What follows belongs to an exercise in optimizing a design on an open flow for small area, a short achievable clock period and few clock cycles; a production flow would make more cautious choices.
At most, simulation tests tie the RTL to the original design; equivalence was not proved.
For runs 3 to 5, only the layout was checked, not whether the RTL still works.

==> design/flow/design.v <==
`timescale 1ns / 1ps
module line_drawer (
    input             clk,
    input             rst_,
    input      [51:0] in_op,
    input             in_rts,
    output            in_rtr,
    output            v_valid,
    output     [15:0] v_grp,        
    output     [7:0]  v_mask,
    output     [11:0] v_col,
    input             v_take,
    output            busy
);
    localparam S_DIFF = 2'd1, S_ORDER = 2'd2, S_DRAW = 2'd3;
    reg        rdy;             
    reg        fin;             
    reg [1:0]  state;
    reg [9:0]  x1, x2;
    reg [7:0]  y1, y2;
    reg [11:0] col;
    reg        xgt, ygt;
    reg        xmaj, mdec;
    reg [7:0]  cnt, m;          
    wire signed [8:0] err  = x2[8:0];
    wire [7:0]        dmag = y2;
    reg        newgrp;          
    reg  nrdy_o;
    assign in_rtr = !nrdy_o;
    reg        gval, gclosed;
    reg [15:0] ggrp;
    reg [7:0]  gmask;
    wire drawing = !rdy && !fin && (state == S_DRAW);
    wire last    = (cnt == 8'd0);
    wire [7:0] pbit = 8'd1 << x1[2:0];
    wire load_new = !gval || (gclosed && v_take);
    wire pix_ok  = drawing && (load_new || (gval && !gclosed && !newgrp));
    assign v_valid = gval && gclosed;
    assign v_grp   = ggrp;
    assign v_mask  = gmask;
    assign v_col   = col;        
    assign busy    = !rdy || gval;
    wire [10:0] ddx = {1'b0, x2} - {1'b0, x1};    
    wire [9:0]  ndx = x1 - x2;
    wire [8:0]  ddy = {1'b0, y2} - {1'b0, y1};    
    wire [7:0]  ndy = y1 - y2;
    wire [8:0]  mmc = {1'b0, m} - {1'b0, cnt};
    wire [8:0]  cmm = {1'b0, cnt} - {1'b0, m};
    wire        dxge = !cmm[8];
    wire       swp  = dxge ? xgt : ygt;
    always @(posedge clk or negedge rst_) begin
        if (!rst_) begin
            rdy   <= 1'b1;
            nrdy_o <= 1'b0;
            fin   <= 1'b0;
            state <= S_DIFF;
        end else begin
            if (fin) begin
                if (v_take) begin
                    fin    <= 1'b0;
                    rdy    <= 1'b1;
                    nrdy_o <= 1'b0;
                end
            end else if (rdy) begin
                if (in_rts) begin
                    rdy    <= 1'b0;
                    nrdy_o <= 1'b1;
                    state  <= S_DIFF;
                end
            end else begin
                case (state)
                    S_DIFF:  state <= S_ORDER;
                    S_ORDER: state <= S_DRAW;
                    default: if (pix_ok && last) fin <= 1'b1;
                endcase
            end
        end
    end
    always @(posedge clk) begin
        if (rdy) begin
            if (in_rts) begin
                x1  <= in_op[51:42];
                y1  <= in_op[39:32];
                x2  <= in_op[31:22];
                y2  <= in_op[19:12];
                col <= in_op[11:0];
            end
        end else begin
            case (state)
                S_DIFF: begin
                    xgt <= ddx[10];
                    ygt <= ddy[8];
                    cnt <= ddx[10] ? ndx[7:0] : ddx[7:0];
                    m   <= ddy[8] ? ndy : ddy[7:0];
                end
                S_ORDER: begin
                    xmaj <= dxge;
                    if (swp) begin
                        x1 <= x2;
                        y1 <= y2;
                    end
                    mdec <= swp ^ (dxge ? ygt : xgt);
                    if (!dxge) begin
                        cnt <= m;
                        m   <= cnt;
                    end
                    x2     <= {1'b0, dxge ? (mmc) : (cmm)};
                    y2     <= dxge ? cmm[7:0] : mmc[7:0];
                    newgrp <= 1'b1;
                end
                default: if (pix_ok && !last) begin
                    cnt <= cnt - 8'd1;
                    if (xmaj) begin
                        x1 <= x1 + 10'd1;
                        if (!err[8]) y1 <= mdec ? y1 - 8'd1 : y1 + 8'd1;
                    end else begin
                        y1 <= y1 + 8'd1;
                        if (!err[8]) x1 <= mdec ? x1 - 10'd1 : x1 + 10'd1;
                    end
                    x2[8:0] <= err[8] ? err + {1'b0, m} : err - {1'b0, dmag};
                    newgrp <= !xmaj || !err[8] || (x1[2:0] == 3'd7);
                end
            endcase
        end
    end
    always @(posedge clk or negedge rst_) begin
        if (!rst_) begin
            gval    <= 1'b0;
            gclosed <= 1'b0;
        end else begin
            if (pix_ok) begin
                gval    <= 1'b1;
                gclosed <= last;
            end else if (drawing && gval && !gclosed) begin
                gclosed <= 1'b1;             
            end else if (v_take) begin
                gval    <= 1'b0;
                gclosed <= 1'b0;
            end
        end
    end
    always @(posedge clk) begin
        if (pix_ok) begin
            if (load_new) begin
                ggrp  <= {1'b0, y1, x1[9:3]};
                gmask <= pbit;
            end else begin
                gmask <= gmask | pbit;
            end
        end
    end
endmodule
`timescale 1ns / 1ps
module circle_drawer (
    input             clk,
    input             rst_,
    input      [41:0] in_op,
    input             in_rts,
    output            in_rtr,
    output            v_valid,
    output     [15:0] v_grp,        
    output     [7:0]  v_mask,
    output     [11:0] v_col,
    input             v_take,
    output            busy
);
    reg        rdy;             
    reg        fin;             
    reg        drawing;         
    reg [9:0]  x0;
    reg [8:0]  y0;
    reg [6:0]  r;
    reg [11:0] col;
    reg [2:0]  oct;
    reg [6:0]  cx, cy;          
    reg        skip;            
    reg signed [8:0] t;
    reg [9:0]  px;
    reg [8:0]  py;
    reg        newgrp;
    reg  nrdy_o;
    assign in_rtr = !nrdy_o;
    reg        gval, gclosed;
    reg [15:0] ggrp;
    reg [7:0]  gmask;
    wire draw_px = !rdy && !fin && drawing && !skip;
    wire [6:0] cyp1 = cy + 7'd1;
    wire [6:0] cxm1 = cx - 7'd1;
    wire lastpx  = (cx == cy) || (swap && cx == cyp1);
    wire last    = lastpx && (oct == 3'd7);
    wire [7:0] pbit = 8'd1 << px[2:0];
    wire load_new = !gval || (gclosed && v_take);
    wire pix_ok  = draw_px && (load_new || (gval && !gclosed && !newgrp));
    assign v_valid = gval && gclosed;
    assign v_grp   = ggrp;
    assign v_mask  = gmask;
    assign v_col   = col;        
    assign busy    = !rdy || gval;
    wire       swap = oct[0];
    wire       sxn  = oct[1];
    wire       syn  = oct[2];
    wire [9:0] sx0 = x0 + (({10{sxn}} ^ {3'b0, r}) & {10{!swap}}) + {9'b0, sxn && !swap};
    wire [8:0] sy0 = y0 + (({9{syn}} ^ {2'b0, r}) & {9{swap}}) + {8'b0, syn && swap};
    wire xdec  = !t[8];
    wire mv_x  = xdec ^ swap;
    wire mv_dn = mv_x ? (xdec ^ sxn) : (xdec ^ syn);
    always @(posedge clk or negedge rst_) begin
        if (!rst_) begin
            rdy     <= 1'b1;
            nrdy_o  <= 1'b0;
            fin     <= 1'b0;
            drawing <= 1'b0;
            oct     <= 3'd0;
        end else begin
            if (fin) begin
                if (v_take) begin
                    fin    <= 1'b0;
                    rdy    <= 1'b1;
                    nrdy_o <= 1'b0;
                end
            end else if (rdy) begin
                if (in_rts) begin
                    rdy     <= 1'b0;
                    nrdy_o  <= 1'b1;
                    drawing <= 1'b0;
                    oct     <= 3'd0;
                end
            end else if (!drawing) begin
                drawing <= 1'b1;
            end else if ((pix_ok || skip) && lastpx) begin
                drawing <= 1'b0;
                oct     <= oct + 3'd1;
                if (oct == 3'd7) fin <= 1'b1;
            end
        end
    end
    always @(posedge clk) begin
        if (rdy) begin
            if (in_rts) begin
                x0  <= in_op[41:32];
                y0  <= in_op[30:22];
                r   <= in_op[18:12];
                col <= in_op[11:0];
            end
        end else if (!drawing) begin
            cx <= r;
            cy <= 7'd0;
            t  <= 9'd1 - {2'b0, r};
            px <= sx0;
            py <= sy0;
            newgrp <= 1'b1;
            skip   <= !swap && syn;
        end else if ((pix_ok || skip) && !lastpx) begin
            skip <= 1'b0;
            t <= t + {xdec ? ~{1'b0, cxm1} : {1'b0, cyp1}, 1'b1} + {8'b0, xdec};
            if (xdec) cx <= cxm1;
            else      cy <= cyp1;
            if (mv_x) px <= mv_dn ? px - 10'd1 : px + 10'd1;
            else      py <= mv_dn ? py - 9'd1 : py + 9'd1;
            newgrp <= skip || !mv_x || (mv_dn ? (px[2:0] == 3'd0) : (px[2:0] == 3'd7));
        end
    end
    always @(posedge clk or negedge rst_) begin
        if (!rst_) begin
            gval    <= 1'b0;
            gclosed <= 1'b0;
        end else begin
            if (pix_ok) begin
                gval    <= 1'b1;
                gclosed <= last;
            end else if (draw_px && gval && !gclosed) begin
                gclosed <= 1'b1;
            end else if (v_take) begin
                gval    <= 1'b0;
                gclosed <= 1'b0;
            end
        end
    end
    always @(posedge clk) begin
        if (pix_ok) begin
            if (load_new) begin
                ggrp  <= {py, px[9:3]};
                gmask <= pbit;
            end else begin
                gmask <= gmask | pbit;
            end
        end
    end
endmodule
`timescale 1ns / 1ps
module read_modify_write_engine (
    input             clk,
    input             rst_,
    input             l_valid,
    input      [15:0] l_grp,
    input      [7:0]  l_mask,
    input      [11:0] l_col,
    output            l_take,
    input             c_valid,
    input      [15:0] c_grp,
    input      [7:0]  c_mask,
    input      [11:0] c_col,
    output            c_take,
    output reg [16:0] mem_addr,
    output reg [3:0]  mem_wben,
    output reg [31:0] mem_wdata,
    input      [31:0] mem_rdata,
    output            busy
);
    reg        vval;         
    reg [2:0]  ph;           
    reg        vrd;          
    reg [7:0]  vmask;
    reg [11:0] vcol;
    reg        free;         
    reg        pick_c;
    wire sel_valid = pick_c ? c_valid : l_valid;
    wire oth_valid = pick_c ? l_valid : c_valid;
    assign c_take = free && pick_c && c_valid;
    assign l_take = free && !pick_c && l_valid;
    wire take   = free && sel_valid;
    wire [7:0]  smask = pick_c ? c_mask : l_mask;
    wire [11:0] scol  = pick_c ? c_col  : l_col;
    wire [15:0] sg    = pick_c ? c_grp : l_grp;
    wire [8:0]  sy    = sg[15:7];
    wire [6:0]  sxg   = sg[6:0];
    wire [16:0] sB    = {sy, 8'b0} - {4'b0, sy, 4'b0} + {9'b0, sxg, 1'b0} + {10'b0, sxg};
    wire        spart = (smask[0] ^ smask[1]) | (smask[2] ^ smask[3])
                      | (smask[4] ^ smask[5]) | (smask[6] ^ smask[7]);
    wire [3:0] wnib = (ph == 3'd2) ? vcol[11:8] : (ph == 3'd3) ? vcol[7:4] : vcol[3:0];
    function [3:0] bytes_of;
        input [7:0] m;
        bytes_of = {m[7] | m[6], m[5] | m[4], m[3] | m[2], m[1] | m[0]};
    endfunction
    function [31:0] merge;
        input [31:0] old;
        input [7:0]  m;
        input [3:0]  n;
        integer i;
        begin
            for (i = 0; i < 8; i = i + 1)
                merge[4*i +: 4] = m[i] ? n : old[4*i +: 4];
        end
    endfunction
    assign busy = vval;
    always @(posedge clk or negedge rst_) begin
        if (!rst_) begin
            vval     <= 1'b0;
            free     <= 1'b1;
            ph       <= 3'd0;
            pick_c   <= 1'b0;
            mem_wben <= 4'b0;
        end else begin
            free <= !take && (!vval || ph == 3'd4 || ph == 3'd5);
            if (oth_valid && (take || !sel_valid))
                pick_c <= !pick_c;
            if (take) begin
                vval     <= 1'b1;
                ph       <= spart ? 3'd0 : 3'd3;
                mem_wben <= spart ? 4'b0 : bytes_of(smask);
            end else if (free) begin
                vval     <= 1'b0;
                mem_wben <= 4'b0;
            end else begin
                ph       <= ph + 3'd1;
                mem_wben <= (ph >= 3'd2) ? bytes_of(vmask) : 4'b0;
            end
        end
    end
    always @(posedge clk) begin
        if (take) begin
            vrd   <= spart;
            vmask <= smask;
            vcol  <= scol;
        end
        if (take)
            mem_addr <= sB;
        else
            mem_addr <= (ph == 3'd2) ? mem_addr - 17'd2 : mem_addr + 17'd1;
        mem_wdata <= merge(mem_rdata, take ? smask : vmask, take ? scol[11:8] : wnib);
    end
endmodule
`timescale 1ns / 1ps
module draw_subsystem(
    input               clk,
    input               rst_,
    input  [51:0]       line_op,
    input               line_rts,
    output              line_rtr,
    input  [41:0]       circle_op,
    input               circle_rts,
    output              circle_rtr,
    output [16:0]       mem_addr,
    output [3:0]        mem_wben,
    output [31:0]       mem_wdata,
    input  [31:0]       mem_rdata,
    output              idle
    );
    wire        l_valid, l_take, l_busy;
    wire [15:0] l_grp;
    wire [7:0]  l_mask;
    wire [11:0] l_col;
    wire        c_valid, c_take, c_busy;
    wire [15:0] c_grp;
    wire [7:0]  c_mask;
    wire [11:0] c_col;
    wire        m_busy;
    reg busy_q;
    assign idle = !busy_q;
    always @(posedge clk or negedge rst_) begin
        if (!rst_)
            busy_q <= 1'b0;
        else
            busy_q <= l_busy || c_busy || m_busy
                   || (line_rts && line_rtr) || (circle_rts && circle_rtr);
    end
    line_drawer ld (
        .clk(clk), .rst_(rst_),
        .in_op(line_op), .in_rts(line_rts), .in_rtr(line_rtr),
        .v_valid(l_valid), .v_grp(l_grp), .v_mask(l_mask), .v_col(l_col),
        .v_take(l_take), .busy(l_busy)
    );
    circle_drawer cd (
        .clk(clk), .rst_(rst_),
        .in_op(circle_op), .in_rts(circle_rts), .in_rtr(circle_rtr),
        .v_valid(c_valid), .v_grp(c_grp), .v_mask(c_mask), .v_col(c_col),
        .v_take(c_take), .busy(c_busy)
    );
    read_modify_write_engine rmw (
        .clk(clk), .rst_(rst_),
        .l_valid(l_valid), .l_grp(l_grp), .l_mask(l_mask), .l_col(l_col), .l_take(l_take),
        .c_valid(c_valid), .c_grp(c_grp), .c_mask(c_mask), .c_col(c_col), .c_take(c_take),
        .mem_addr(mem_addr), .mem_wben(mem_wben), .mem_wdata(mem_wdata), .mem_rdata(mem_rdata),
        .busy(m_busy)
    );
endmodule
==> design/flow/constraint.sdc <==
create_clock -name core_clock -period 10.0 [get_ports {clk}]
set_input_delay 2.0000 -clock core_clock [delete_from_list [all_inputs] [get_ports {clk}]]
set_output_delay 2.0000 -clock core_clock [all_outputs]
set_load 0.01 [all_outputs]
==> design/flow/standard.sh <==
#!/bin/bash
# synth_recipe.tcl (not shown) runs the flow's synth.tcl, then flattens the netlist and writes it again
# the make line also repeats each setting of config.mk as NAME=value (left out here)
make -C /OpenROAD-flow-scripts/flow DESIGN_CONFIG=/design/flow/config.mk WORK_HOME=/design/flow/orfs CLKGATE_MAP_FILE= SYNTH_SCRIPT=/design/flow/synth_recipe.tcl "${@:-finish}"
==> design/flow/config.mk <==
export PLATFORM = sky130hd
export DESIGN_NAME = draw_subsystem
export DESIGN_NICKNAME = draw_subsystem
export VERILOG_FILES = /design/flow/design.v
export SDC_FILE = /design/flow/constraint.sdc
export NUM_CORES = 4
export LEC_CHECK = 0
export CAP_MARGIN = 20
export CORE_MARGIN = 2
export CORE_UTILIZATION = 40
export CTS_CLUSTER_DIAMETER = 100
export CTS_CLUSTER_SIZE = 20
export SLEW_MARGIN = 20
==> design/flow/flow/run.sh <==
#!/bin/bash
# The standard layout (standard.sh) with two repair settings changed:
#  - the port buffers are sky130_fd_sc_hd__buf_1 (buffer_ports picks
#    clkdlybuf4s50_1 by default, a slow delay cell);
set -euo pipefail
sed "s|CLKGATE_MAP_FILE= |CLKGATE_MAP_FILE= SETUP_SLACK_MARGIN=6.8 'BUFFER_PORTS_ARGS=-buffer_cell sky130_fd_sc_hd__buf_1' |" standard.sh > standard_tuned.sh
bash standard_tuned.sh > flow.log 2>&1
==> flow_metrics.tcl, run 1 <==
set metrics [dict create \
    fin_crit_sh_pct 31.77 \
    antenna_found_initial 1 \
    ys_seq_area_share_pct 44.07 \
    worst_pin_slew_ns 0.8354 \
    initial_core_util_pct 40.61 \
    syn_to_final_growth_pct 14.38 \
    ios 186 \
    final_cell_mix "211 x edfxtp_1, 166 x buf_1, 156 x nand2_1, 143 x ha_1, 131 x nor2_1" \
    grt_max_degree 78 \
    grt_overflow_total 0 \
    die_area_sq_um 47900 \
    synth_top_area_share_pct 34.31 \
    yosysUniqueCellTypes 67 \
    viasPerCell 5.317 \
    synth_compound_area_share_pct 13.80 \
    routedWlPerCell_um 17.86 \
    synth_xor_area_share_pct 7.446 \
    fin_nets 2300 \
    crit_path_start_kind "flip-flop" \
    status "complete, no violations" \
    synth-simple-area-share_pct 11.44 \
    synth_seq_cells 294 \
    final_max_slew_viol_count 0 \
    grt_use_total_pct 19.09 \
    synth_fp_nets 2111 \
    numClockSinks 294 \
    crit_buf_inv 2 \
    clock_path_buffers 3 \
    ys_warn_count 4 \
    rows 78 \
    grt_pass1_wl_mm 72.46 \
    drt_wl_total_mm 46.70 \
    fmax_mhz 314.8 \
    first_global_vias 13557 \
    drt_iter0_markers 993 \
    fillers 4297 \
    cts-buffers-inserted 19 \
    cp_data_required_time_ns 8.00 \
    cts_hold_buf 0 \
    criticalPathCategory "reg -> out" \
    syn_inst 1813 \
    cpMaxStageDelayCell "dfrtp_1" \
    cap_violations 0 \
    core_sq_um 45480 \
    path_max_fanout 1 \
    fin_hold_ws_ns 0.4069 \
    cp.arrival_ns 1.18 \
    clkTransAtPathRegs_ns 0.08 \
    timing.final.crit_period_ns 3.177 \
    setup_viol_count_final 0 \
    syn_avg_cell_area_sq_um 10.19 \
    vias 13903 \
    gp_congestion 0.8731 \
    dp_hpwl_mm 34.50 \
    synthFlopType "edfxtp_1" \
    synth-adder-area-share_pct 12.11 \
    rsz0062_at_grt "yes" \
    finalSetupTns_ns 0 \
    muxShareOfSynthArea_pct 6.863 \
    die_h_um 218.9 \
    clk_latency_ns 0.55 \
    fin_skew_ns 0.03568 \
    htree_levels 1 \
    cpPeakStageDelay_ns 0.43 \
    dr.pass1.iters 5 \
    root_buffer "clkbuf_16" \
    port_buffers 177 \
    path_delay_family "flip-flops" \
    cts_tree "done" \
    ant_nets 0 \
    drc_errors 0 \
    slew_headroom_pct 44.30 \
    crit_path_end_kind "output port" \
    synth_top_family_by_area "compound AO/OA/AOI/OAI gates" \
    ys_async_sr_fraction_pct 9.184 \
    synth_top_area_cell "edfxtp_1" \
    final_layout_size_suffix_gt1_share_pct 12.46 \
    worstPathCellList "inv_1 > buf_2" \
    diodes 0 \
    hold_path_class "reg -> reg" \
    synth_area_leaders "edfxtp_1 34%, ha_1 10%, dfxtp_1 6.1%" \
    hold_viol_final 0 \
    syn_area_sq_um 18470 \
    final_common_cell "edfxtp_1" \
    die_x_um 218.9 \
    synth_edf_count 211 \
]
kinds of logic after synthesis:
logic type               count (synthesis)
multiplexers                           119
AND/OR/NAND/NOR                        461
AO/OA/AOI/OAI                          410
flip-flops                             294
buffers and inverters                  204
XOR/XNOR                               157
adder cells (fa/ha/maj)                168
final timing paths:
check | startpoint | endpoint | slack (ns) | cells past startpoint
setup / recovery | busy_q$_DFF_PN0_ | idle | 6.82 | 2
hold / removal | rmw.vval$_DFFE_PN0P_ | rmw.free$_DFF_PN1_ | 0.41 | 1
setup reg to reg | rmw.pick_c$_DFFE_PN0P_ | rmw.mem_addr[15]$_DFF_P_ | 6.90 | 14
hold reg to reg | rmw.vval$_DFFE_PN0P_ | rmw.free$_DFF_PN1_ | 0.41 | 1
max in group asynchronous | rst_ | cd.oct[1]$_DFFE_PN0P_ | 7.84 | 1
min in group asynchronous | rst_ | ld.gval$_DFFE_PN0P_ | 1.54 | 1
layout make-up:
| type | instances | area, sq um | share of cell area [%] |
|---|---|---|---|
| Clock buffer | 29 | 523.0 | 2.476 |
| Timing Repair Buffer | 236 | 1234 | 5.841 |
| Sequential cell | 294 | 8162 | 38.64 |
| Multi-Input combinational cell | 1316 | 9899 | 46.87 |
| Clock inverter | 5 | 41.29 | 0.1955 |
| Tap cell | 600 | 750.7 | 3.554 |
| Inverter | 135 | 513.0 | 2.429 |
timing repair:
action / 4_1_cts / 5_1_grt
setup buffers: 25 / 20
pin swaps: 10 / 10
gates cloned: 2 / 0
gates resized for setup: 58 / 51
endpoints found under the setup margin: 114 / 76
per-stage QoR:
stage / util, % / setup slack, ns / area [sq um] / cells
floorplan: - / 6.769 / 18560 / 1813
global placement: 43.46 / 6.121 / 19770 / 2533
detailed placement: 43.47 / 5.997 / 19770 / 2533
CTS: 45.68 / 6.776 / 20770 / 2594
global route: 46.45 / 6.662 / 21120 / 2615
finish: 46.45 / 6.823 / 21120 / 2615
metal layers:
metal,up-vias,routed length [um],GRT usage [%]
met3,55,2775,2.523
met2,378,20930,31.29
li1,6841,-,-
met1,6627,21810,26.51
met4,2,1162,5.248
met5,-,13,0
worst reg2reg max path: cells and delay by family, from the launching register on:
kind | cells | cell delay (ns)
AO/OA/AOI/OAI | 7 | 1.07
XOR/XNOR | 1 | 0.18
multiplexers | 1 | 0.15
flip-flops | 1 | 0.44
adder cells (fa/ha/maj) | 2 | 0.77
buffers and inverters | 3 | 0.38
state kept, by name, indices dropped and copies added (netlist names), 9 cells and up:
register / flops
rmw.mem_wdata: 32
rmw.mem_addr: 17
cd.ggrp: 16
ld.ggrp: 15
cd.col: 12
ld.col: 12
rmw.vcol: 12
cd.px: 10
cd.x0: 10
ld.x1: 10
ld.x2: 10
cd.py: 9
cd.t: 9
cd.y0: 9
Yosys cell counts, types with 20 or more instances:
cell,instances
dfrtp_1,23
nand2_1,156
xnor2_1,107
a21oi_1,127
mux2i_1,58
ha_1,150
mux2_2,61
nor3_1,31
nand3_1,25
o21ai_0,105
edfxtp_1,211
inv_1,132
a21o_1,28
dfxtp_1,56
nor2_1,136
xor2_1,50
clkbuf_1,45
nor2b_1,20
Testbench counts, summed over its fixed seeds: cycles 95,163.
==> run 2, diff against run 1 <==
==> design/flow/flow/run.sh (replaced) <==
#!/bin/bash
# The standard layout (standard.sh) with two repair settings changed:
#  - the port buffers are sky130_fd_sc_hd__buf_1 (buffer_ports picks
#    clkdlybuf4s50_1 by default, a slow delay cell);
set -euo pipefail
sed "s|CLKGATE_MAP_FILE= |CLKGATE_MAP_FILE= SETUP_SLACK_MARGIN=7 'BUFFER_PORTS_ARGS=-buffer_cell sky130_fd_sc_hd__buf_1' |" standard.sh > standard_tuned.sh
bash standard_tuned.sh > flow.log 2>&1
==> run 2 against run 1 <==
Against the previous run:
- still clean on timing, DRC and antenna
- non-clock buffer count increased by 60
- synthesized cell count unchanged
- first-iteration DRC count decreased by 3.5%
- routed wire length increased by 5.5%
- core utilization increased by 2.4 points
- final area increased by 5.1%
- clock skew decreased by 0.017 ns
- highest routed layer unchanged
- worst hold slack improved by 0.0096 ns
==> flow_metrics.tcl, run 2 <==
set metrics [dict create \
    status "complete, no violations" \
    rows 78 \
    cpPeakStageDelay_ns 0.41 \
    crit_path_end_kind "output port" \
    fin_skew_ns 0.01889 \
    cap_violations 0 \
    synth_seq_cells 294 \
    cp.arrival_ns 1.16 \
    slew_headroom_pct 44.86 \
    root_buffer "clkbuf_16" \
    crit_path_start "cd.nrdy_o$_DFFE_PN0P_" \
    grt_overflow_total 0 \
    gp_congestion 0.8807 \
    yosys.cell_count.top_type "edfxtp_1" \
    path_max_fanout 2 \
    die_area_sq_um 47900 \
    grt_use_met1_pct 27.12 \
    regMostFlops "rmw.mem_wdata" \
    multi_input_area_sq_um 10260 \
    antenna_found_initial 2 \
    htree_levels 1 \
    viasPerCell 5.330 \
    cts-buffers-inserted 19 \
    setup_viol_count_final 0 \
    fin_crit_sh_pct 31.63 \
    reg2reg_to "rmw.mem_addr[16]$_DFF_P_" \
    cts_tree "done" \
    synth_fp_nets 2111 \
    worst_pin_slew_ns 0.8271 \
    fmax_mhz 316.2 \
    syn_avg_cell_area_sq_um 10.19 \
    final_max_slew_viol_count 0 \
    final_cell_mix "211 x edfxtp_1, 155 x nand2_1, 136 x ha_1, 129 x nor2_1" \
    synth_edf_count 211 \
    grt_use_total_pct 19.56 \
    initial_core_util_pct 40.61 \
    ys_async_sr_fraction_pct 9.184 \
    dp_hpwl_mm 34.83 \
    clkTransAtPathRegs_ns 0.08 \
    fin_nets 2361 \
    register_area_sq_um 8209 \
    worstPathCellList "inv_2 > buf_6" \
    drc_errors 0 \
    cp-endpoint "circle_rtr" \
    largest_reg_flops 32 \
    ys_seq_area_share_pct 44.07 \
    r2r_setup_slack_ns 6.89 \
    synth_area_leaders "edfxtp_1 34%, ha_1 10%, dfxtp_1 6.1%" \
    cp_data_required_time_ns 8.00 \
    synthTopCellsByCount "211 x edfxtp_1, 156 x nand2_1, 150 x ha_1, 136 x nor2_1, 132 x inv_1" \
    grt-busiest-layer "met2" \
    final_layout_size_suffix_gt1_share_pct 20.58 \
    routedWlPerCell_um 18.41 \
    drt_iter0_markers 958 \
    die_x_um 218.9 \
    grt_max_degree 65 \
    die_h_um 218.9 \
    port_buffers 177 \
    cpMaxStageDelayCell "dfrtp_1" \
    grtUsageMet2_pct 31.79 \
    r2r_start "rmw.pick_c$_DFFE_PN0P_" \
    final_common_cell "edfxtp_1" \
    hold_viol_final 0 \
    timing.final.crit_period_ns 3.163 \
    vias 14263 \
    ys_warn_count 4 \
    drt_wl_total_mm 49.27 \
    ant_nets 0 \
    clock_path_buffers 3 \
    numClockSinks 294 \
    criticalPathCategory "reg -> out" \
    hold_path_class "reg -> reg" \
    reg.largest.list "rmw.mem_wdata (32), rmw.mem_addr (17), cd.ggrp (16)" \
    syn_inst 1813 \
    syn_to_final_growth_pct 20.20 \
    grt_pass1_wl_mm 74.11 \
    clk_latency_ns 0.54 \
    cts_hold_buf 0 \
    synthFlopType "edfxtp_1" \
    synth_top_area_share_pct 34.31 \
    rsz0062_at_grt "yes" \
    dr.pass1.iters 5 \
    crit_path_start_kind "flip-flop" \
    postLayoutCellArea_sq_um 22200 \
    ios 186 \
    ff2ff_path_depth 14 \
    synth_top_area_cell "edfxtp_1" \
    grt_use_met3_pct 2.328 \
    placed_cell_area_sq_um 19840 \
    yosysUniqueCellTypes 67 \
    fillers 4179 \
    first_global_vias 13830 \
    core_sq_um 45480 \
    syn_area_sq_um 18470 \
    finalSetupTns_ns 0 \
]
-- run 2: per-stage QoR --
step	hold WS [ns]	cells	setup WS (ns)	utilization, %
after detailed placement	0.4073	2532	6.190	43.63
after global placement	0.3965	2532	6.282	43.63
after global routing	0.4264	2676	6.752	48.81
after floorplan	0.3850	1813	6.837	-
after CTS	0.4204	2634	6.817	47.19
final	0.4165	2676	6.837	48.81
-- run 2: final cells by class --
type	instances	share of cell area [%]
antenna	1	0.01127
clock buffer	30	2.328
clock inverter	3	0.1522
inverter	135	2.322
multi-input combinational	1317	46.23
sequential	294	36.98
tap	600	3.382
timing repair buffer	296	8.590
-- run 2: logic make-up (layout without fill, tap and decap cells) --
logic type / after synthesis / after routing / share of synthesized area [%]
simple gates: 461 / 462 / 11.44
compound gates: 410 / 411 / 13.80
flops: 294 / 294 / 44.07
buf+inv: 204 / 464 / 4.268
fa+ha+maj: 168 / 168 / 12.11
xor+xnor: 157 / 157 / 7.446
mux: 119 / 119 / 6.863
other cells: 0 / 1 / 0
-- run 2: worst min-delay path by stage --
| stage | startpoint | to | slack (ns) | cells past startpoint |
|---|---|---|---|---|
| floorplan | rmw.vval$_DFFE_PN0P_ | rmw.free$_DFF_PN1_ | 0.38 | 1 |
| global placement | rmw.vval$_DFFE_PN0P_ | rmw.free$_DFF_PN1_ | 0.40 | 1 |
| detailed placement | rmw.vval$_DFFE_PN0P_ | rmw.free$_DFF_PN1_ | 0.41 | 1 |
| CTS | rmw.vval$_DFFE_PN0P_ | rmw.free$_DFF_PN1_ | 0.42 | 1 |
| global route | rmw.vval$_DFFE_PN0P_ | rmw.free$_DFF_PN1_ | 0.43 | 1 |
| finish | rmw.vval$_DFFE_PN0P_ | rmw.free$_DFF_PN1_ | 0.42 | 1 |
-- run 2: worst max-delay path: cells and delay by family (launching register included) --
family / cells / cell delay, ns
flip-flops: 1 / 0.41
buffers and inverters: 2 / 0.21
-- run 2: what timing repair did --
item | in CTS | in global routing
setup buffers | 66 | 40
endpoints found under the setup margin | 195 | 157
gates resized for setup | 171 | 112
gates cloned | 3 | 1
pin swaps | 34 | 54
-- run 2: routing by layer --
| metal | share of wire [%] | wire length [um] |
|---|---|---|
| met2 | 46 | 22560 |
| met4 | 3.0 | 1467 |
| met5 | 0.026 | 13 |
| met1 | 46 | 22490 |
| met3 | 5.6 | 2738 |
==> run 3, diff against run 2 <==
--- a/design/flow/design.v
+++ b/design/flow/design.v
@@ -15,5 +15,4 @@
     localparam S_DIFF = 2'd1, S_ORDER = 2'd2, S_DRAW = 2'd3;
     reg        rdy;             
-    reg        fin;             
     reg [1:0]  state;
     reg [9:0]  x1, x2;
@@ -25,20 +24,17 @@
     wire signed [8:0] err  = x2[8:0];
     wire [7:0]        dmag = y2;
-    reg        newgrp;          
+    reg [7:0]  gmask;           
     reg  nrdy_o;
     assign in_rtr = !nrdy_o;
-    reg        gval, gclosed;
-    reg [15:0] ggrp;
-    reg [7:0]  gmask;
-    wire drawing = !rdy && !fin && (state == S_DRAW);
+    wire drawing = !rdy && (state == S_DRAW);
     wire last    = (cnt == 8'd0);
     wire [7:0] pbit = 8'd1 << x1[2:0];
-    wire load_new = !gval || (gclosed && v_take);
-    wire pix_ok  = drawing && (load_new || (gval && !gclosed && !newgrp));
-    assign v_valid = gval && gclosed;
-    assign v_grp   = ggrp;
-    assign v_mask  = gmask;
-    assign v_col   = col;        
-    assign busy    = !rdy || gval;
+    wire leave   = last || !xmaj || !err[8] || (x1[2:0] == 3'd7);
+    wire step    = drawing && (!leave || v_take);
+    assign v_valid = drawing && leave;
+    assign v_grp   = {1'b0, y1, x1[9:3]};
+    assign v_mask  = gmask | pbit;
+    assign v_col   = col;
+    assign busy    = !rdy;
     wire [10:0] ddx = {1'b0, x2} - {1'b0, x1};    
     wire [9:0]  ndx = x1 - x2;
@@ -51,16 +47,9 @@
     always @(posedge clk or negedge rst_) begin
         if (!rst_) begin
-            rdy   <= 1'b1;
+            rdy    <= 1'b1;
             nrdy_o <= 1'b0;
-            fin   <= 1'b0;
-            state <= S_DIFF;
+            state  <= S_DIFF;
         end else begin
-            if (fin) begin
-                if (v_take) begin
-                    fin    <= 1'b0;
-                    rdy    <= 1'b1;
-                    nrdy_o <= 1'b0;
-                end
-            end else if (rdy) begin
+            if (rdy) begin
                 if (in_rts) begin
                     rdy    <= 1'b0;
@@ -72,5 +61,8 @@
                     S_DIFF:  state <= S_ORDER;
                     S_ORDER: state <= S_DRAW;
-                    default: if (pix_ok && last) fin <= 1'b1;
+                    default: if (step && last) begin
+                        rdy    <= 1'b1;
+                        nrdy_o <= 1'b0;
+                    end
                 endcase
             end
@@ -105,49 +97,25 @@
                         m   <= cnt;
                     end
-                    x2     <= {1'b0, dxge ? (mmc) : (cmm)};
-                    y2     <= dxge ? cmm[7:0] : mmc[7:0];
-                    newgrp <= 1'b1;
-                end
-                default: if (pix_ok && !last) begin
-                    cnt <= cnt - 8'd1;
-                    if (xmaj) begin
-                        x1 <= x1 + 10'd1;
-                        if (!err[8]) y1 <= mdec ? y1 - 8'd1 : y1 + 8'd1;
-                    end else begin
-                        y1 <= y1 + 8'd1;
-                        if (!err[8]) x1 <= mdec ? x1 - 10'd1 : x1 + 10'd1;
+                    x2    <= {1'b0, dxge ? (mmc) : (cmm)};
+                    y2    <= dxge ? cmm[7:0] : mmc[7:0];
+                    gmask <= 8'd0;
+                end
+                default: if (step) begin
+                    gmask <= leave ? 8'd0 : (gmask | pbit);
+                    if (!last) begin
+                        cnt <= cnt - 8'd1;
+                        if (xmaj) begin
+                            x1 <= x1 + 10'd1;
+                            if (!err[8]) y1 <= mdec ? y1 - 8'd1 : y1 + 8'd1;
+                        end else begin
+                            y1 <= y1 + 8'd1;
+                            if (!err[8]) x1 <= mdec ? x1 - 10'd1 : x1 + 10'd1;
+                        end
+                        x2[8:0] <= err[8] ? err + {1'b0, m} : err - {1'b0, dmag};
                     end
-                    x2[8:0] <= err[8] ? err + {1'b0, m} : err - {1'b0, dmag};
-                    newgrp <= !xmaj || !err[8] || (x1[2:0] == 3'd7);
                 end
             endcase
         end
     end
-    always @(posedge clk or negedge rst_) begin
-        if (!rst_) begin
-            gval    <= 1'b0;
-            gclosed <= 1'b0;
-        end else begin
-            if (pix_ok) begin
-                gval    <= 1'b1;
-                gclosed <= last;
-            end else if (drawing && gval && !gclosed) begin
-                gclosed <= 1'b1;             
-            end else if (v_take) begin
-                gval    <= 1'b0;
-                gclosed <= 1'b0;
-            end
-        end
-    end
-    always @(posedge clk) begin
-        if (pix_ok) begin
-            if (load_new) begin
-                ggrp  <= {1'b0, y1, x1[9:3]};
-                gmask <= pbit;
-            end else begin
-                gmask <= gmask | pbit;
-            end
-        end
-    end
 endmodule
 `timescale 1ns / 1ps
@@ -166,5 +134,4 @@
 );
     reg        rdy;             
-    reg        fin;             
     reg        drawing;         
     reg [9:0]  x0;
@@ -178,23 +145,20 @@
     reg [9:0]  px;
     reg [8:0]  py;
-    reg        newgrp;
+    reg [7:0]  gmask;           
     reg  nrdy_o;
     assign in_rtr = !nrdy_o;
-    reg        gval, gclosed;
-    reg [15:0] ggrp;
-    reg [7:0]  gmask;
-    wire draw_px = !rdy && !fin && drawing && !skip;
+    wire active  = !rdy && drawing;
+    wire draw_px = active && !skip;
     wire [6:0] cyp1 = cy + 7'd1;
     wire [6:0] cxm1 = cx - 7'd1;
     wire lastpx  = (cx == cy) || (swap && cx == cyp1);
-    wire last    = lastpx && (oct == 3'd7);
     wire [7:0] pbit = 8'd1 << px[2:0];
-    wire load_new = !gval || (gclosed && v_take);
-    wire pix_ok  = draw_px && (load_new || (gval && !gclosed && !newgrp));
-    assign v_valid = gval && gclosed;
-    assign v_grp   = ggrp;
-    assign v_mask  = gmask;
-    assign v_col   = col;        
-    assign busy    = !rdy || gval;
+    wire leave   = lastpx || !mv_x || (mv_dn ? (px[2:0] == 3'd0) : (px[2:0] == 3'd7));
+    wire step    = active && (skip || !leave || v_take);
+    assign v_valid = draw_px && leave;
+    assign v_grp   = {py, px[9:3]};
+    assign v_mask  = gmask | pbit;
+    assign v_col   = col;
+    assign busy    = !rdy;
     wire       swap = oct[0];
     wire       sxn  = oct[1];
@@ -209,15 +173,8 @@
             rdy     <= 1'b1;
             nrdy_o  <= 1'b0;
-            fin     <= 1'b0;
             drawing <= 1'b0;
             oct     <= 3'd0;
         end else begin
-            if (fin) begin
-                if (v_take) begin
-                    fin    <= 1'b0;
-                    rdy    <= 1'b1;
-                    nrdy_o <= 1'b0;
-                end
-            end else if (rdy) begin
+            if (rdy) begin
                 if (in_rts) begin
                     rdy     <= 1'b0;
@@ -228,8 +185,11 @@
             end else if (!drawing) begin
                 drawing <= 1'b1;
-            end else if ((pix_ok || skip) && lastpx) begin
+            end else if (step && lastpx) begin
                 drawing <= 1'b0;
                 oct     <= oct + 3'd1;
-                if (oct == 3'd7) fin <= 1'b1;
+                if (oct == 3'd7) begin
+                    rdy    <= 1'b1;
+                    nrdy_o <= 1'b0;
+                end
             end
         end
@@ -238,8 +198,9 @@
         if (rdy) begin
             if (in_rts) begin
-                x0  <= in_op[41:32];
-                y0  <= in_op[30:22];
-                r   <= in_op[18:12];
-                col <= in_op[11:0];
+                x0    <= in_op[41:32];
+                y0    <= in_op[30:22];
+                r     <= in_op[18:12];
+                col   <= in_op[11:0];
+                gmask <= 8'd0;
             end
         end else if (!drawing) begin
@@ -249,39 +210,15 @@
             px <= sx0;
             py <= sy0;
-            newgrp <= 1'b1;
-            skip   <= !swap && syn;
-        end else if ((pix_ok || skip) && !lastpx) begin
-            skip <= 1'b0;
-            t <= t + {xdec ? ~{1'b0, cxm1} : {1'b0, cyp1}, 1'b1} + {8'b0, xdec};
-            if (xdec) cx <= cxm1;
-            else      cy <= cyp1;
-            if (mv_x) px <= mv_dn ? px - 10'd1 : px + 10'd1;
-            else      py <= mv_dn ? py - 9'd1 : py + 9'd1;
-            newgrp <= skip || !mv_x || (mv_dn ? (px[2:0] == 3'd0) : (px[2:0] == 3'd7));
-        end
-    end
-    always @(posedge clk or negedge rst_) begin
-        if (!rst_) begin
-            gval    <= 1'b0;
-            gclosed <= 1'b0;
-        end else begin
-            if (pix_ok) begin
-                gval    <= 1'b1;
-                gclosed <= last;
-            end else if (draw_px && gval && !gclosed) begin
-                gclosed <= 1'b1;
-            end else if (v_take) begin
-                gval    <= 1'b0;
-                gclosed <= 1'b0;
-            end
-        end
-    end
-    always @(posedge clk) begin
-        if (pix_ok) begin
-            if (load_new) begin
-                ggrp  <= {py, px[9:3]};
-                gmask <= pbit;
-            end else begin
-                gmask <= gmask | pbit;
+            skip <= !swap && syn;
+        end else if (step) begin
+            if (!skip)
+                gmask <= leave ? 8'd0 : (gmask | pbit);
+            if (!lastpx) begin
+                skip <= 1'b0;
+                t <= t + {xdec ? ~{1'b0, cxm1} : {1'b0, cyp1}, 1'b1} + {8'b0, xdec};
+                if (xdec) cx <= cxm1;
+                else      cy <= cyp1;
+                if (mv_x) px <= mv_dn ? px - 10'd1 : px + 10'd1;
+                else      py <= mv_dn ? py - 9'd1 : py + 9'd1;
             end
         end
==> design/flow/flow/run.sh (replaced) <==
#!/bin/bash
# The standard layout (standard.sh) with two repair settings changed:
#  - the port buffers are sky130_fd_sc_hd__buf_1 (buffer_ports picks
#    clkdlybuf4s50_1 by default, a slow delay cell);
set -euo pipefail
sed "s|CLKGATE_MAP_FILE= |CLKGATE_MAP_FILE= SETUP_SLACK_MARGIN=6.8 'BUFFER_PORTS_ARGS=-buffer_cell sky130_fd_sc_hd__buf_1' |" standard.sh > standard_tuned.sh
bash standard_tuned.sh > flow.log 2>&1
==> run 3 against run 2 <==
Against the previous run:
- global-route usage increased by 0.87 points
- critical path depth increased by 10
- clock skew increased by 0.029 ns
- core utilization decreased by 1.7 points
- via count decreased by 2.0%
- synthesized area decreased by 2.9%
- critical path type is now reg -> reg
- largest cell class unchanged
- highest routed layer unchanged
==> flow_metrics.tcl, run 3 <==
set metrics [dict create \
    final_cells 2596 \
    diodes 0 \
    dp_slack_ns 5.445 \
    synthTopCellsByCount "178 x edfxtp_1, 163 x mux2i_1, 149 x ha_1, 141 x inv_1, 130 x nand2_1" \
    cap_violations 0 \
    synth_edf_count 178 \
    cts-buffers-inserted 18 \
    syn_area_sq_um 17930 \
    regMostFlops "rmw.mem_wdata" \
    muxShareOfSynthArea_pct 12.03 \
    synth_seq_cells 255 \
    ff2ff_path_depth 12 \
    grt_overflow_total 0 \
    dp_hpwl_mm 36.44 \
    hp-start "rmw.vval$_DFFE_PN0P_" \
    grt_use_total_pct 20.44 \
    grt_pass1_wl_mm 75.73 \
    register_area_sq_um 7025 \
    yosys.cell_count.top_type "edfxtp_1" \
    synth-adder-area-share_pct 12.40 \
    cts_tree "done" \
    synth_xor_area_share_pct 7.521 \
    r2r_setup_slack_ns 6.78 \
    ys_async_sr_fraction_pct 8.235 \
    die_area_sq_um 46550 \
    antenna_found_initial 2 \
    syn_to_final_growth_pct 16.03 \
    dr.pass1.iters 5 \
    holdPathStages 1 \
    synth_top_area_share_pct 29.80 \
    fin_hold_ws_ns 0.4120 \
    clkTransAtPathRegs_ns 0.09 \
    fin_nets 2289 \
    synth_fp_nets 2103 \
    drt_iter0_markers 993 \
    path_delay_family "compound AO/OA/AOI/OAI gates" \
    rsz0062_at_grt "yes" \
    htree_levels 1 \
    fin_skew_ns 0.04785 \
    worstPathCellList "buf_8 > mux2i_4 > ha_4 > inv_2 > fa_2 > a21oi_4 > o21ai_2 > o31ai_2 > a31oi_1 > or4b_4 > and3_1 > mux2i_1" \
    gp_congestion 0.8892 \
    vias 13982 \
    postLayoutCellArea_sq_um 20810 \
    synthFlopType "edfxtp_1" \
    fillers 4218 \
    setup_viol_count_final 0 \
    syn_avg_cell_area_sq_um 9.931 \
    ys_seq_area_share_pct 39.01 \
    hold_viol_final 0 \
    clock_path_buffers 3 \
    synth-simple-area-share_pct 10.79 \
    reg.largest.list "rmw.mem_wdata (32), rmw.mem_addr (17)" \
    reg2reg_to "rmw.mem_addr[15]$_DFF_P_" \
    fin_crit_sh_pct 32.17 \
    numClockSinks 255 \
    final_layout_size_suffix_gt1_share_pct 13.37 \
    clk_latency_ns 0.56 \
    crit_path_start_kind "flip-flop" \
    cpMaxStageDelayCell "dfrtp_4" \
    grt_max_degree 54 \
    hold_path_class "reg -> reg" \
    largest_reg_flops 32 \
    rows 77 \
    synth_compound_area_share_pct 13.27 \
    initial_core_util_pct 40.56 \
    hold_end "rmw.free$_DFF_PN1_" \
    ant_nets 0 \
    synth_area_leaders "edfxtp_1 30%, ha_1 10%, mux2i_1 9.1%" \
    worst_pin_slew_ns 0.8611 \
    slew_headroom_pct 42.38 \
    drt_wl_total_mm 49.42 \
    synth_top_area_cell "edfxtp_1" \
    criticalPathCategory "reg -> reg" \
    root_buffer "clkbuf_16" \
    die_x_um 215.7 \
    synth_top_family_by_area "compound AO/OA/AOI/OAI gates" \
    cpPeakStageDelay_ns 0.54 \
    cp_data_required_time_ns 10.49 \
    yosysUniqueCellTypes 74 \
    drc_errors 0 \
    status "complete, no violations" \
    cp.arrival_ns 3.71 \
    crit_path_end_kind "flip-flop" \
    setup_ws_ns 6.783 \
    first_global_vias 13817 \
    viasPerCell 5.386 \
    crit_buf_inv 2 \
    placed_cells 2507 \
    routedWlPerCell_um 19.04 \
    final_cell_mix "178 x edfxtp_1, 166 x buf_1, 156 x mux2i_1, 141 x ha_1, 130 x inv_1" \
    final_max_slew_viol_count 0 \
    multi_input_area_sq_um 10590 \
    port_buffers 177 \
    path_max_fanout 5 \
    fmax_mhz 310.8 \
    ios 186 \
    placed_cell_area_sq_um 19140 \
    r2r_start "rmw.pick_c$_DFFE_PN0P_" \
    die_h_um 215.7 \
    syn_inst 1806 \
    timing.final.crit_period_ns 3.217 \
    ys_warn_count 4 \
    finalSetupTns_ns 0 \
    final_common_cell "edfxtp_1" \
    core_sq_um 44220 \
]
==> run 3: changes by cell type in the layout (fill, tap and decap cells not counted), moves of 21 or more <==
cell / delta
buf_4: -51
edfxtp_1: -33
nand2_1: -31
buf_2: -21
buf_1: +44
buf_6: -22
mux2i_1: +110
==> run 3: metal layers <==
layer / wire length (um) / global-route usage (%) / vias to the layer above
met2: 23340 / 33.77 / 312
met1: 22070 / 27.38 / 6774
li1: - / - / 6818
met4: 1484 / 7.034 / 2
met5: 9 / 0 / -
met3: 2519 / 2.974 / 76
==> run 3: what timing repair did <==
item,in CTS,in global routing
hold buffers,0,0
pin swaps,4,20
cloned,0,3
gates resized for setup,88,80
endpoints found under the setup margin,210,150
buffers inserted,21,33
==> run 3: layout make-up <==
cell class | instances | area share (%)
Clock buffer | 26 | 2.309
Clock inverter | 6 | 0.3367
Inverter | 147 | 2.916
Multi-Input combinational cell | 1328 | 50.88
Sequential cell | 255 | 33.76
Tap cell | 592 | 3.559
Timing Repair Buffer | 241 | 6.205
Timing Repair inverter | 1 | 0.03607
==> run 3: worst max-delay path by stage <==
| stage | start | endpoint | slack, ns | cells after the start |
|---|---|---|---|---|
| final | rmw.pick_c$_DFFE_PN0P_ | rmw.mem_addr[15]$_DFF_P_ | 6.78 | 12 |
| after global routing | rmw.pick_c$_DFFE_PN0P_ | rmw.mem_addr[13]$_DFF_P_ | 6.63 | 14 |
| after CTS | rmw.pick_c$_DFFE_PN0P_ | rmw.mem_addr[15]$_DFF_P_ | 6.70 | 12 |
| after detailed placement | rmw.pick_c$_DFFE_PN0P_ | rmw.mem_addr[15]$_DFF_P_ | 5.44 | 11 |
| after global placement | rmw.pick_c$_DFFE_PN0P_ | rmw.mem_addr[15]$_DFF_P_ | 5.52 | 11 |
| after floorplan | rmw.pick_c$_DFFE_PN0P_ | rmw.mem_addr[15]$_DFF_P_ | 6.65 | 14 |
==> run 3: through the flow <==
step           utilization (%)
6_report                 47.06
2_1_floorplan                -
3_3_place_gp             43.28
4_1_cts                  45.59
3_5_place_dp             43.28
5_1_grt                  47.06
==> run 3: cells by family after synthesis <==
| kind of cell | Yosys count |
|---|---|
| xor+xnor | 154 |
| mux | 208 |
| buf+inv | 225 |
| compound gates | 386 |
| fa+ha+maj | 167 |
| simple gates | 411 |
| flops | 255 |
==> run 4, diff against run 3 <==
--- a/design/flow/config.mk
+++ b/design/flow/config.mk
@@ -11,3 +11,4 @@
 export CTS_CLUSTER_DIAMETER = 100
 export CTS_CLUSTER_SIZE = 20
+export PLACE_DENSITY = 0.8
 export SLEW_MARGIN = 20
==> run 4 against run 3 <==
Against the previous run:
- still clean on timing, DRC and antenna
- synthesized area unchanged
- die area did not move
- global-route usage fell by 0.45 points
- maximum frequency barely moved
==> flow_metrics.tcl, run 4 <==
set metrics [dict create \
    status "complete, no violations" \
    drt_iter0_markers 1250 \
    dp_hpwl_mm 36.01 \
    grt_overflow_total 0 \
    cp.arrival_ns 3.68 \
    yosys.cell_count.top_type "edfxtp_1" \
    criticalPathCategory "reg -> reg" \
    initial_core_util_pct 40.56 \
    crit_path_end_kind "flip-flop" \
    finalSetupTns_ns 0 \
    postLayoutCellArea_sq_um 20780 \
    rsz0062_at_grt "yes" \
    ys_seq_area_share_pct 39.01 \
    fin_skew_ns 0.03298 \
    syn_to_final_growth_pct 15.85 \
    routedWlPerCell_um 19.08 \
    first_global_vias 14118 \
    hold_path_class "reg -> reg" \
    ys_async_sr_fraction_pct 8.235 \
    syn_avg_cell_area_sq_um 9.931 \
    synth_seq_cells 255 \
    clkTransAtPathRegs_ns 0.09 \
    ant_nets 0 \
    synthTopCellsByCount "178 x edfxtp_1, 163 x mux2i_1, 149 x ha_1, 141 x inv_1, 130 x nand2_1" \
    die_h_um 215.7 \
    largest_reg_flops 32 \
    numClockSinks 255 \
    placed_cell_area_sq_um 19150 \
    placed_cells 2508 \
    port_buffers 177 \
    timing.final.crit_period_ns 3.216 \
    worst_pin_slew_ns 0.8167 \
    dp_slack_ns 5.630 \
    die_x_um 215.7 \
    cp_data_required_time_ns 10.46 \
    clk_latency_ns 0.54 \
    grt_max_degree 54 \
    root_buffer "clkbuf_16" \
    slew_headroom_pct 45.55 \
    fin_crit_sh_pct 32.16 \
    setup_viol_count_final 0 \
    synth_edf_count 178 \
    drc_errors 0 \
    reg.largest.list "rmw.mem_wdata (32), rmw.mem_addr (17)" \
    fmax_mhz 311.0 \
    yosysUniqueCellTypes 74 \
    antenna_found_initial 2 \
    crit_path_start_kind "flip-flop" \
    synth_fp_nets 2103 \
    ios 186 \
    synth_top_area_cell "edfxtp_1" \
    regMostFlops "rmw.mem_wdata" \
    synthFlopType "edfxtp_1" \
    final_max_slew_viol_count 0 \
    grt_use_total_pct 19.99 \
    synth_area_leaders "edfxtp_1 30%, ha_1 10%, mux2i_1 9.1%" \
    ys_warn_count 4 \
    final_cell_mix "178 x edfxtp_1, 174 x buf_1, 155 x mux2i_1, 141 x ha_1, 130 x inv_1" \
    clock_path_buffers 3 \
    rows 77 \
    grt_pass1_wl_mm 75.09 \
    cts_tree "done" \
    diodes 0 \
    cts-buffers-inserted 17 \
    fin_nets 2292 \
    final_cells 2598 \
    viasPerCell 5.518 \
    syn_area_sq_um 17930 \
    die_area_sq_um 46550 \
    syn_inst 1806 \
    setup_ws_ns 6.784 \
    cts_hold_buf 0 \
    gp_congestion 0.9129 \
    path_max_fanout 5 \
    vias 14336 \
    final_layout_size_suffix_gt1_share_pct 12.76 \
    core_sq_um 44220 \
    synth_top_area_share_pct 29.80 \
    drt_wl_total_mm 49.57 \
    final_common_cell "edfxtp_1" \
    dr.pass1.iters 5 \
    htree_levels 1 \
    cap_violations 0 \
    hold_viol_final 0 \
]
-- run 4: metrics by stage --
step           hold WS (ns)  util, %
2_1_floorplan        0.3850        -
3_3_place_gp         0.3969    43.28
3_5_place_dp         0.4081    43.30
4_1_cts              0.4212    45.75
5_1_grt              0.4359    46.99
6_report             0.4231    46.99
-- run 4: critical path, stage by stage (launching register included) --
cell	delay [ns]
dfrtp_2	0.50
buf_12	0.16
buf_16	0.13
mux2i_4	0.19
fa_1	0.49
inv_1	0.06
ha_4	0.22
nand2_2	0.06
o21ai_2	0.07
o31ai_2	0.33
a31oi_2	0.16
or4b_4	0.51
and3_4	0.18
mux2i_1	0.10
-- run 4: layout make-up --
class / count / area, sq um
fill: 3995 / 23440
multi-input combinational: 1327 / 10590
sequential: 255 / 7018
timing repair buffer: 246 / 1341
tap: 592 / 740.7
inverter: 147 / 579.3
clock buffer: 27 / 462.9
clock inverter: 3 / 41.29
timing repair inverter: 1 / 7.507
-- run 4: path summary, 6_finish.rpt --
| path | from | depth (start not counted) | slack (ns) | end |
|---|---|---|---|---|
| worst max-delay path | rmw.pick_c$_DFFE_PN0P_ | 13 | 6.78 | rmw.mem_addr[15]$_DFF_P_ |
| worst min-delay path | rmw.vval$_DFFE_PN0P_ | 1 | 0.42 | rmw.free$_DFF_PN1_ |
| worst max register to register | rmw.pick_c$_DFFE_PN0P_ | 13 | 6.78 | rmw.mem_addr[15]$_DFF_P_ |
| worst min register to register | rmw.vval$_DFFE_PN0P_ | 1 | 0.42 | rmw.free$_DFF_PN1_ |
| max in group asynchronous | rst_ | 2 | 8.17 | cd.rdy$_DFF_PN1_ |
| min in group asynchronous | rst_ | 2 | 1.51 | rmw.ph[1]$_DFFE_PN0P_ |
-- run 4: timing repair --
item / CTS / global route
buffers inserted: 24 / 31
endpoints found under the setup margin: 191 / 152
resized for setup: 83 / 70
cloned: 2 / 3
pin swaps: 11 / 11
-- run 4: cell families after synthesis --
| group | count (synthesis) | share of synthesized area, % |
|---|---|---|
| AOI/OAI and AO/OA | 386 | 13.27 |
| xor gates and xnor gates | 154 | 7.521 |
| adders and majority gates | 167 | 12.40 |
| buffers and inverters | 225 | 4.974 |
| DFF | 255 | 39.01 |
| muxes | 208 | 12.03 |
| and+or+nand+nor | 411 | 10.79 |
-- run 4: per-layer routing --
| layer | track usage (%) | wire (um) | up-vias |
|---|---|---|---|
| met5 | 0 | 20 | - |
| met4 | 7.241 | 1696 | 4 |
| met3 | 2.847 | 2949 | 112 |
| met2 | 34.58 | 24300 | 477 |
| met1 | 25.38 | 20610 | 6915 |
| li1 | - | - | 6828 |
==> run 5, diff against run 4 <==
--- a/design/flow/config.mk
+++ b/design/flow/config.mk
@@ -11,4 +11,4 @@
 export CTS_CLUSTER_DIAMETER = 100
 export CTS_CLUSTER_SIZE = 20
-export PLACE_DENSITY = 0.8
+export GPL_TIMING_DRIVEN = 0
 export SLEW_MARGIN = 20
==> run 5 against run 4 <==
Against the previous run:
- still clean on timing, DRC and antenna
- sequential share of layout area is 0.43 points lower
- die area unchanged
- routed wire length is 4.6% higher
- synthesized cell count is the same
- maximum frequency shrank 2.7%
- core utilization is 0.54 points higher
- final area up 1.2%
- non-clock buffer count increased by 54
- cell count increased by 2.0%
- first-iteration DRC count fell by 26%
==> flow_metrics.tcl, run 5 <==
set metrics [dict create \
    status "complete, no violations" \
    slew_headroom_pct 41.83 \
    gp_congestion 0.9339 \
    diodes 0 \
    yosys.cell_count.top_type "edfxtp_1" \
    postLayoutCellArea_sq_um 21020 \
    die_area_sq_um 46550 \
    cp_data_required_time_ns 10.47 \
    fin_crit_sh_pct 33.04 \
    htree_levels 1 \
    rsz0062_at_grt "yes" \
    regMostFlops "rmw.mem_wdata" \
    hold_path_class "reg -> reg" \
    cpPeakStageDelay_ns 0.54 \
    worst_pin_slew_ns 0.8726 \
    final_layout_size_suffix_gt1_share_pct 12.92 \
    clk_latency_ns 0.53 \
    dr.pass1.iters 5 \
    drc_errors 0 \
    ys_async_sr_fraction_pct 8.235 \
    grt_overflow_total 0 \
    drt_wl_total_mm 51.84 \
    routedWlPerCell_um 19.56 \
    grt_max_degree 22 \
    path_max_fanout 6 \
    initial_core_util_pct 40.56 \
    final_max_slew_viol_count 0 \
    worstPathCellList "buf_8 > clkbuf_16 > clkbuf_16 > nand2_2 > o21ai_4 > fa_1 > inv_1 > ha_4 > nand2_2 > o21ai_4 > o31ai_4 > a31oi_2 > or4b_4 > and3_4 > mux2i_1" \
    cpMaxStageDelayCell "fa_1" \
    ys_warn_count 4 \
    first_global_vias 14001 \
    final_util_pct 47.53 \
    cts_tree "done" \
    grt_use_total_pct 21.60 \
    syn_avg_cell_area_sq_um 9.931 \
    timing.final.crit_period_ns 3.304 \
    numClockSinks 255 \
    crit_buf_inv 4 \
    synthFlopType "edfxtp_1" \
    criticalPathCategory "reg -> reg" \
    syn_area_sq_um 17930 \
    antenna_found_initial 0 \
    synth_top_area_cell "edfxtp_1" \
    syn_inst 1806 \
    finalSetupTns_ns 0 \
    crit_path_end_kind "flip-flop" \
    clkTransAtPathRegs_ns 0.09 \
    drt_iter0_markers 919 \
    cts-buffers-inserted 17 \
    final_cell_mix "184 x buf_1, 178 x edfxtp_1, 154 x mux2i_1, 146 x ha_1, 132 x inv_1" \
    root_buffer "clkbuf_16" \
    setup_viol_count_final 0 \
    fin_skew_ns 0.03051 \
    ys_seq_area_share_pct 39.01 \
    ios 186 \
    fmax_mhz 302.7 \
    dp_hpwl_mm 39.88 \
    cp.arrival_ns 3.77 \
    die_x_um 215.7 \
    viasPerCell 5.432 \
    hold_viol_final 0 \
    synth_top_area_share_pct 29.80 \
    reg.largest.list "rmw.mem_wdata (32), rmw.mem_addr (17)" \
    fin_nets 2345 \
    vias 14399 \
    synthTopCellsByCount "178 x edfxtp_1, 163 x mux2i_1, 149 x ha_1, 141 x inv_1, 130 x nand2_1" \
    synth_fp_nets 2103 \
    synth_area_leaders "edfxtp_1 30%, ha_1 10%, mux2i_1 9.1%" \
    final_common_cell "buf_1" \
    die_h_um 215.7 \
    port_buffers 177 \
    synth_seq_cells 255 \
    setup_ws_ns 6.696 \
    syn_to_final_growth_pct 17.18 \
    largest_reg_flops 32 \
    core_sq_um 44220 \
    rows 77 \
    yosysUniqueCellTypes 74 \
    clock_path_buffers 3 \
    ant_nets 0 \
    crit_path_start_kind "flip-flop" \
    dp_slack_ns 5.987 \
    placed_cell_area_sq_um 19430 \
    synth_edf_count 178 \
    grt_pass1_wl_mm 78.84 \
    cap_violations 0 \
    path_delay_family "simple AND/OR/NAND/NOR gates" \
]
run 5: what timing repair did:
| item | 4_1_cts | 5_1_grt |
|---|---|---|
| pin swaps | 9 | 14 |
| endpoints found under the setup margin | 173 | 108 |
| gates cloned | 3 | 0 |
| endpoints found under the hold margin | 0 | 0 |
| hold buffers | 0 | 0 |
| setup buffers | 14 | 28 |
| gates resized for setup | 101 | 79 |
run 5: metal layers:
metal  share of wire, %  wire, um  vias up  GRT usage, %
li1                   -         -     6935             -
met1                 44     23050     6982         29.54
met2                 47     24360      406         35.49
met3                5.7      2933       76         3.002
met4                2.9      1500        0         6.529
met5                  0         0        -             0
run 5: cell families (layout without fill, tap and decap cells):
kind of cell	count (synthesis)	count (layout)	synth area share, %
AO/OA/AOI/OAI	386	386	13.27
flip-flops	255	255	39.01
XOR/XNOR	154	154	7.521
AND/OR/NAND/NOR	411	411	10.79
multiplexers	208	208	12.03
adder cells (fa/ha/maj)	167	167	12.40
buffers and inverters	225	478	4.974
run 5: worst register-to-register path, stage by stage, from the launching register on:
cell	delay, ns
dfrtp_1	0.40
buf_8	0.14
clkbuf_16	0.16
clkbuf_16	0.17
nand2_2	0.08
o21ai_4	0.09
fa_1	0.55
inv_1	0.06
ha_4	0.26
nand2_2	0.10
o21ai_4	0.09
o31ai_4	0.23
a31oi_2	0.14
or4b_4	0.50
and3_4	0.16
mux2i_1	0.11
run 5: area by class of cell:
class | count | area, sq um
clock buffers | 26 | 469.2
plain buffers | 78 | 480.5
multi-input cells | 1326 | 10600
clock inverters | 4 | 85.08
flip-flops and latches | 255 | 7008
fillers | 4143 | 23200
well taps | 592 | 740.7
repair inverters | 1 | 7.507
inverters | 147 | 566.8
repair buffers | 222 | 1060
run 5: per-stage QoR:
stage          std cells  hold WS (ns)
2_1_floorplan       1806        0.3850
3_3_place_gp        2575        0.3907
3_5_place_dp        2576        0.4025
4_1_cts             2623        0.4128
5_1_grt             2651        0.4371
6_report            2651        0.4165
run 5: final timing paths:
check,startpoint,endpoint,slack [ns],depth (start not counted)
min in group asynchronous,rst_,cd.oct[0]$_DFFE_PN0P_,1.45,1
worst max-delay path,rmw.pick_c$_DFFE_PN0P_,rmw.mem_addr[15]$_DFF_P_,6.70,15
worst max register to register,rmw.pick_c$_DFFE_PN0P_,rmw.mem_addr[15]$_DFF_P_,6.70,15
max in group asynchronous,rst_,cd.oct[0]$_DFFE_PN0P_,8.15,1
worst min-delay path,rmw.vval$_DFFE_PN0P_,rmw.free$_DFF_PN1_,0.42,1
worst min register to register,rmw.vval$_DFFE_PN0P_,rmw.free$_DFF_PN1_,0.42,1

[afterwards: timing with drivers on the ports]
The results above use ideal ports. As a check the final layouts listed here were re-extracted and re-timed, cells and wires unchanged.
Step 1 (the two cells are an assumption about what drives the block):
set clk [get_ports {clk}]
set_driving_cell -lib_cell sky130_fd_sc_hd__clkbuf_16 $clk
set_driving_cell -lib_cell sky130_fd_sc_hd__buf_2 [delete_from_list [all_inputs] $clk]
Step 2 adds t to the input delays and takes it off the output delays; t is the mean of the earliest and latest rising clock arrival at the registers after step 1. Input paths then give back, and output paths get back, about the clock's delay inside the block.
Slacks: no drivers / after step 1 / after step 2; pairs: no drivers / after step 1.
run	t (ns)	slack for setup (ns)	cell pins on the clock port's net
run 1	0.586	6.823 / 6.772 / 6.415	1
run 2	0.583	6.837 / 6.784 / 6.450	1
run 3	0.591	6.783 / 6.768 / 6.390	1
run 4	0.576	6.784 / 6.779 / 6.356	1
run 5	0.578	6.696 / 6.696 / 6.356	1
After both steps every run listed still meets setup and hold. For run 4, which loses most, drivers alone change the setup slack by -0.005 ns; drivers and shift together by -0.428 ns.
